Context: an optimization exercise on an open-source flow, tuned for small area and a short achievable clock period. The choices shown serve that exercise and are no tape-out recipe.
At most, simulation tests tie the RTL to the original design; equivalence was not proved.
No activity file was given, so power comes from the tool's default toggle rates.

==> inputs of branch umber <==
==> flow/design.v (excerpt) <==
module FSA(clk, rst, Multiplicand, Multiplier, Result);
  input clk, rst;
  input [11:0] Multiplicand;
  input [11:0] Multiplier;
  output reg [23:0] Result;
  wire w1;
  wire w2;
  wire w3;
  wire w4;
  wire w5;
  wire w6;
  wire w7;
  wire w8;
  wire w9;
  wire w10;
  wire w11;
  wire w12;
  wire w13;
  wire w14;
  wire w15;
  wire w16;
  wire w17;
  wire w18;
  wire w19;
  wire w20;
  wire w21;
  wire w22;
  wire w23;
  wire w24;
  wire w25;
  wire w26;
  wire w27;
  wire w28;
  wire w29;
  wire w30;
  wire w31;
  wire w32;
  wire w33;
  wire w34;
  wire w35;
  wire w36;
  wire w37;
  wire w38;
  wire w39;
  wire w40;
  wire w41;
  wire w42;
  wire w43;
  wire w44;
  wire w45;
  wire w46;
  wire w47;
  wire w48;
  wire w49;
  wire w50;
  wire w51;
  wire w52;
  wire w53;
  wire w54;
  wire w55;
  wire w56;
  wire w57;
  wire w58;
  wire w59;
  wire w60;
  wire w61;
  wire w62;
  wire w63;
  wire w64;
  wire w65;
  wire w66;
  wire w67;
  wire w68;
  wire w69;
  wire w70;
  wire w71;
  wire w72;
  wire w73;
  wire w74;
  wire w75;
  wire w76;
  wire w77;
  wire w78;
  wire w79;
  wire w80;
  wire w81;
  wire w82;
  wire w83;
  wire w84;
  wire w85;
  wire w86;
  wire w87;
  wire w88;
  wire w89;
  wire w90;
  wire w91;
  wire w92;
  wire w93;
  wire w94;
  wire w95;
  wire w96;
  wire w97;
  wire w98;
  wire w99;
  wire w100;
  wire w101;
  wire w102;
  wire w103;
  wire w104;
  wire w105;
  wire w106;
  wire w107;
  wire w108;
  wire w109;
  wire w110;
  wire w111;
  wire w112;
  wire w113;
  wire w114;
  wire w115;
  wire w116;
  wire w117;
  wire w118;
  wire w119;
  wire w120;
  wire w121;
  wire w122;
  wire w123;
  wire w124;
  wire w125;
  wire w126;
  wire w127;
  wire w128;
  wire w129;
  wire w130;
  wire w131;
  wire w132;
  wire w133;
  wire w134;
  wire w135;
  wire w136;
  wire w137;
  wire w138;
  wire w139;
  wire w140;
  wire w141;
  wire w142;
  wire w143;
  wire w144;
  wire w145;
  wire w146;
  wire w147;
  wire w148;
  wire w149;
  wire w150;
  wire w151;
  wire w152;
  wire w153;
  wire w154;
  ...
Settings: LEC_CHECK=0, CAP_MARGIN=20, CORE_MARGIN=2, CORE_UTILIZATION=40, SETUP_SLACK_MARGIN=3, SLEW_MARGIN=20, SYNTH_HIERARCHICAL=1; clock period 10.0 ns.
standard.sh (not shown) runs the stock make flow with config.mk's settings and CLKGATE_MAP_FILE= SYNTH_SCRIPT=/design/flow/synth_recipe.tcl, a recipe that flattens the netlist after the stock synthesis.
==> flow/flow/run.sh <==
#!/bin/bash
# Own layout flow: the standard layout (standard.sh), except that the
# port buffers are small buffers instead of the resizer's default choice.
# Each tool's output goes to a log of its own here (make.log holds the ORFS
# make run, with its per-step logs under orfs/logs).
set -euo pipefail
BUF=${PORT_BUF:-sky130_fd_sc_hd__buf_1}
bash standard.sh "BUFFER_PORTS_ARGS=-buffer_cell $BUF" finish > make.log 2>&1
==> branch delta (differences from branch umber) <==
--- a/flow/design.v
+++ b/flow/design.v
@@ -509,10 +509,39 @@
   wire w504;
   wire w505;
   wire w506;
   wire w507;
   wire w508;
+  wire w509;
+  wire w510;
+  wire w511;
+  wire w512;
+  wire w513;
+  wire w514;
+  wire w515;
+  wire w516;
+  wire w517;
+  wire w518;
+  wire w519;
+  wire w520;
+  wire w521;
+  wire w522;
+  wire w523;
+  wire w524;
+  wire w525;
+  wire w526;
+  wire w527;
+  wire w528;
+  wire w529;
+  wire w530;
+  wire w531;
+  wire w532;
+  wire w533;
+  wire w534;
+  wire w535;
+  wire w536;
+  wire w537;
   ND2 u1 (Multiplicand[0], Multiplier[0], w1);
   ND2 u2 (Multiplicand[0], Multiplier[1], w2);
   ND2 u3 (Multiplicand[0], Multiplier[2], w3);
   ND2 u4 (Multiplicand[0], Multiplier[3], w4);
   ND2 u5 (Multiplicand[0], Multiplier[4], w5);
@@ -860,68 +889,97 @@
   ND2 u447 (w418, w415, w447);
   AOI21 u448 (w424, w419, w422, w448);
   ND2 u449 (w424, w421, w449);
   AOI21 u450 (w430, w425, w428, w450);
   ND2 u451 (w430, w427, w451);
-  OAI21 u452 (w433, w431, w432, w452);
-  OAI21 u453 (w437, w434, w436, w453);
-  NR2 u454 (w437, w435, w454);
-  OAI21 u455 (w441, w438, w440, w455);
-  NR2 u456 (w441, w439, w456);
-  OAI21 u457 (w445, w442, w444, w457);
-  NR2 u458 (w445, w443, w458);
-  OAI21 u459 (w449, w446, w448, w459);
-  NR2 u460 (w449, w447, w460);
-  AOI21 u461 (w454, w452, w453, w461);
-  AOI21 u462 (w458, w455, w457, w462);
-  ND2 u463 (w458, w456, w463);
-  OAI21 u464 (w463, w461, w462, w464);
-  INV u465 (w461, w465);
-  AOI21 u466 (w456, w465, w455, w466);
-  AOI21 u467 (w460, w464, w459, w467);
-  INV u468 (w452, w468);
-  OAI21 u469 (w435, w468, w434, w469);
-  OAI21 u470 (w439, w461, w438, w470);
-  OAI21 u471 (w443, w466, w442, w471);
-  INV u472 (w464, w472);
-  OAI21 u473 (w447, w472, w446, w473);
-  OAI21 u474 (w451, w467, w450, w474);
-  INV u475 (w431, w475);
-  AOI21 u476 (w373, w475, w371, w476);
-  AOI21 u477 (w379, w452, w377, w477);
-  AOI21 u478 (w385, w469, w383, w478);
-  AOI21 u479 (w391, w465, w389, w479);
-  AOI21 u480 (w397, w470, w395, w480);
-  INV u481 (w466, w481);
-  AOI21 u482 (w403, w481, w401, w482);
-  AOI21 u483 (w409, w471, w407, w483);
-  AOI21 u484 (w415, w464, w413, w484);
-  AOI21 u485 (w421, w473, w419, w485);
-  INV u486 (w467, w486);
-  AOI21 u487 (w427, w486, w425, w487);
-  XNOR2 u488 (w369, w365, w488);
-  XOR2 u489 (w372, w431, w489);
-  XOR2 u490 (w375, w476, w490);
-  XNOR2 u491 (w378, w452, w491);
-  XOR2 u492 (w381, w477, w492);
-  XNOR2 u493 (w384, w469, w493);
-  XOR2 u494 (w387, w478, w494);
-  XOR2 u495 (w390, w461, w495);
-  XOR2 u496 (w393, w479, w496);
-  XNOR2 u497 (w396, w470, w497);
-  XOR2 u498 (w399, w480, w498);
-  XOR2 u499 (w402, w466, w499);
-  XOR2 u500 (w405, w482, w500);
-  XNOR2 u501 (w408, w471, w501);
-  XOR2 u502 (w411, w483, w502);
-  XNOR2 u503 (w414, w464, w503);
-  XOR2 u504 (w417, w484, w504);
-  XNOR2 u505 (w420, w473, w505);
-  XOR2 u506 (w423, w485, w506);
-  XOR2 u507 (w426, w467, w507);
-  XOR2 u508 (w429, w487, w508);
-  wire [23:0] prodn = {w474, w508, w507, w506, w505, w504, w503, w502, w501, w500, w499, w498, w497, w496, w495, w494, w493, w492, w491, w490, w489, w488, ~w366, w1};
+  INV u452 (w431, w452);
+  AOI21 u453 (w373, w452, w371, w453);
+  OAI21 u454 (w433, w431, w432, w454);
+  INV u455 (w434, w455);
+  AOI21 u456 (w385, w455, w383, w456);
+  INV u457 (w435, w457);
+  ND2 u458 (w385, w457, w458);
+  OAI21 u459 (w437, w434, w436, w459);
+  NR2 u460 (w437, w435, w460);
+  INV u461 (w438, w461);
+  AOI21 u462 (w397, w461, w395, w462);
+  INV u463 (w439, w463);
+  ND2 u464 (w397, w463, w464);
+  OAI21 u465 (w441, w438, w440, w465);
+  NR2 u466 (w441, w439, w466);
+  INV u467 (w442, w467);
+  AOI21 u468 (w409, w467, w407, w468);
+  INV u469 (w443, w469);
+  ND2 u470 (w409, w469, w470);
+  OAI21 u471 (w445, w442, w444, w471);
+  NR2 u472 (w445, w443, w472);
+  INV u473 (w446, w473);
+  AOI21 u474 (w421, w473, w419, w474);
+  INV u475 (w447, w475);
+  ND2 u476 (w421, w475, w476);
+  OAI21 u477 (w449, w446, w448, w477);
+  NR2 u478 (w449, w447, w478);
+  AOI21 u479 (w379, w454, w377, w479);
+  INV u480 (w454, w480);
+  OAI21 u481 (w435, w480, w434, w481);
+  OAI21 u482 (w458, w480, w456, w482);
+  AOI21 u483 (w460, w454, w459, w483);
+  AOI21 u484 (w403, w465, w401, w484);
+  ND2 u485 (w403, w466, w485);
+  INV u486 (w465, w486);
+  OAI21 u487 (w443, w486, w442, w487);
+  INV u488 (w466, w488);
+  NR2 u489 (w443, w488, w489);
+  OAI21 u490 (w470, w486, w468, w490);
+  NR2 u491 (w470, w488, w491);
+  AOI21 u492 (w472, w465, w471, w492);
+  ND2 u493 (w472, w466, w493);
+  AOI21 u494 (w427, w477, w425, w494);
+  ND2 u495 (w427, w478, w495);
+  INV u496 (w477, w496);
+  OAI21 u497 (w451, w496, w450, w497);
+  INV u498 (w478, w498);
+  NR2 u499 (w451, w498, w499);
+  INV u500 (w483, w500);
+  AOI21 u501 (w391, w500, w389, w501);
+  OAI21 u502 (w439, w483, w438, w502);
+  OAI21 u503 (w464, w483, w462, w503);
+  AOI21 u504 (w466, w500, w465, w504);
+  OAI21 u505 (w485, w483, w484, w505);
+  AOI21 u506 (w489, w500, w487, w506);
+  AOI21 u507 (w491, w500, w490, w507);
+  OAI21 u508 (w493, w483, w492, w508);
+  AOI21 u509 (w415, w508, w413, w509);
+  INV u510 (w508, w510);
+  OAI21 u511 (w447, w510, w446, w511);
+  OAI21 u512 (w476, w510, w474, w512);
+  AOI21 u513 (w478, w508, w477, w513);
+  OAI21 u514 (w495, w510, w494, w514);
+  AOI21 u515 (w499, w508, w497, w515);
+  XNOR2 u516 (w369, w365, w516);
+  XOR2 u517 (w372, w431, w517);
+  XOR2 u518 (w375, w453, w518);
+  XNOR2 u519 (w378, w454, w519);
+  XOR2 u520 (w381, w479, w520);
+  XNOR2 u521 (w384, w481, w521);
+  XNOR2 u522 (w387, w482, w522);
+  XOR2 u523 (w390, w483, w523);
+  XOR2 u524 (w393, w501, w524);
+  XNOR2 u525 (w396, w502, w525);
+  XNOR2 u526 (w399, w503, w526);
+  XOR2 u527 (w402, w504, w527);
+  XNOR2 u528 (w405, w505, w528);
+  XOR2 u529 (w408, w506, w529);
+  XOR2 u530 (w411, w507, w530);
+  XNOR2 u531 (w414, w508, w531);
+  XOR2 u532 (w417, w509, w532);
+  XNOR2 u533 (w420, w511, w533);
+  XNOR2 u534 (w423, w512, w534);
+  XOR2 u535 (w426, w513, w535);
+  XNOR2 u536 (w429, w514, w536);
+  INV u537 (w515, w537);
+  wire [23:0] prodn = {w537, w536, w535, w534, w533, w532, w531, w530, w529, w528, w527, w526, w525, w524, w523, w522, w521, w520, w519, w518, w517, w516, ~w366, w1};
   always @(posedge clk) begin
     if (rst)
       Result <= 24'd0;
     else
       Result <= ~prodn;
==> comparison table <==
metric	branch umber	branch delta
Number of well taps	136	140
Die area	11,400 um^2	11,700 um^2
Row count	37	38
Routed length on met1	4.04 mm	3.93 mm
CP Depth	18	17
Via count of the first global-routing pass	3,757	3,761
CLK BUF	4	3
Multi-input combinational area share	80.2%	79.5%
Clock period minus worst slack	6640 ps	6520 ps
Post-layout instance count excluding filler cells	644	677
Wire length of the first global-routing pass	17.7 mm	18.0 mm
Outcome	finished clean	finished clean
Synthesized-area fraction occupied by adder cells	47.2%	45.8%
Switching Power	0.000704 W	0.000788 W
Core Box Area	10,300 um^2	10,700 um^2
Crit. Startpoint	Multiplicand[1]	Multiplier[8]
Hold WS	2220 ps	2150 ps
Via total after detailed routing	3,251	3,403
Multi-Input Combinational	425	443
Net Sw Frac	51.6%	52.1%
Peak ir drop on the vdd network	0.000172 V	0.000289 V
Number of filler cells placed in the layout	1,061	1,081
Max incr delay on CP	510 ps	500 ps
No functional check of the RTL was part of branch delta.

[afterwards: timing with drivers on the ports]
The results above use ideal ports. As a check the final layouts listed here were re-extracted and re-timed, cells and wires unchanged. Step 1: set_driving_cell puts a clkbuf_16 on clk and a buf_2 on each other input, an assumption about the parent block. Step 2 times the ports against the registers' clock, not the clock port: input delays grow and output delays shrink by t, the midpoint of the rising clock arrivals with the driver on. Three values: ideal ports, drivers, drivers and shift; two values: the first two.
run	shift t [ns]	setup WS [ns]	worst setup path at the end	slew at the worst register clock pin (ns)
branch umber	0.281	3.363 / 3.364 / 3.082	input to register	0.08 / 0.08
branch delta	0.298	3.480 / 3.488 / 3.190	input to register	0.09 / 0.09
After both steps every run listed still meets setup and hold. For branch delta, which loses most, drivers alone change the setup slack by +0.008 ns; drivers and shift together by -0.290 ns.
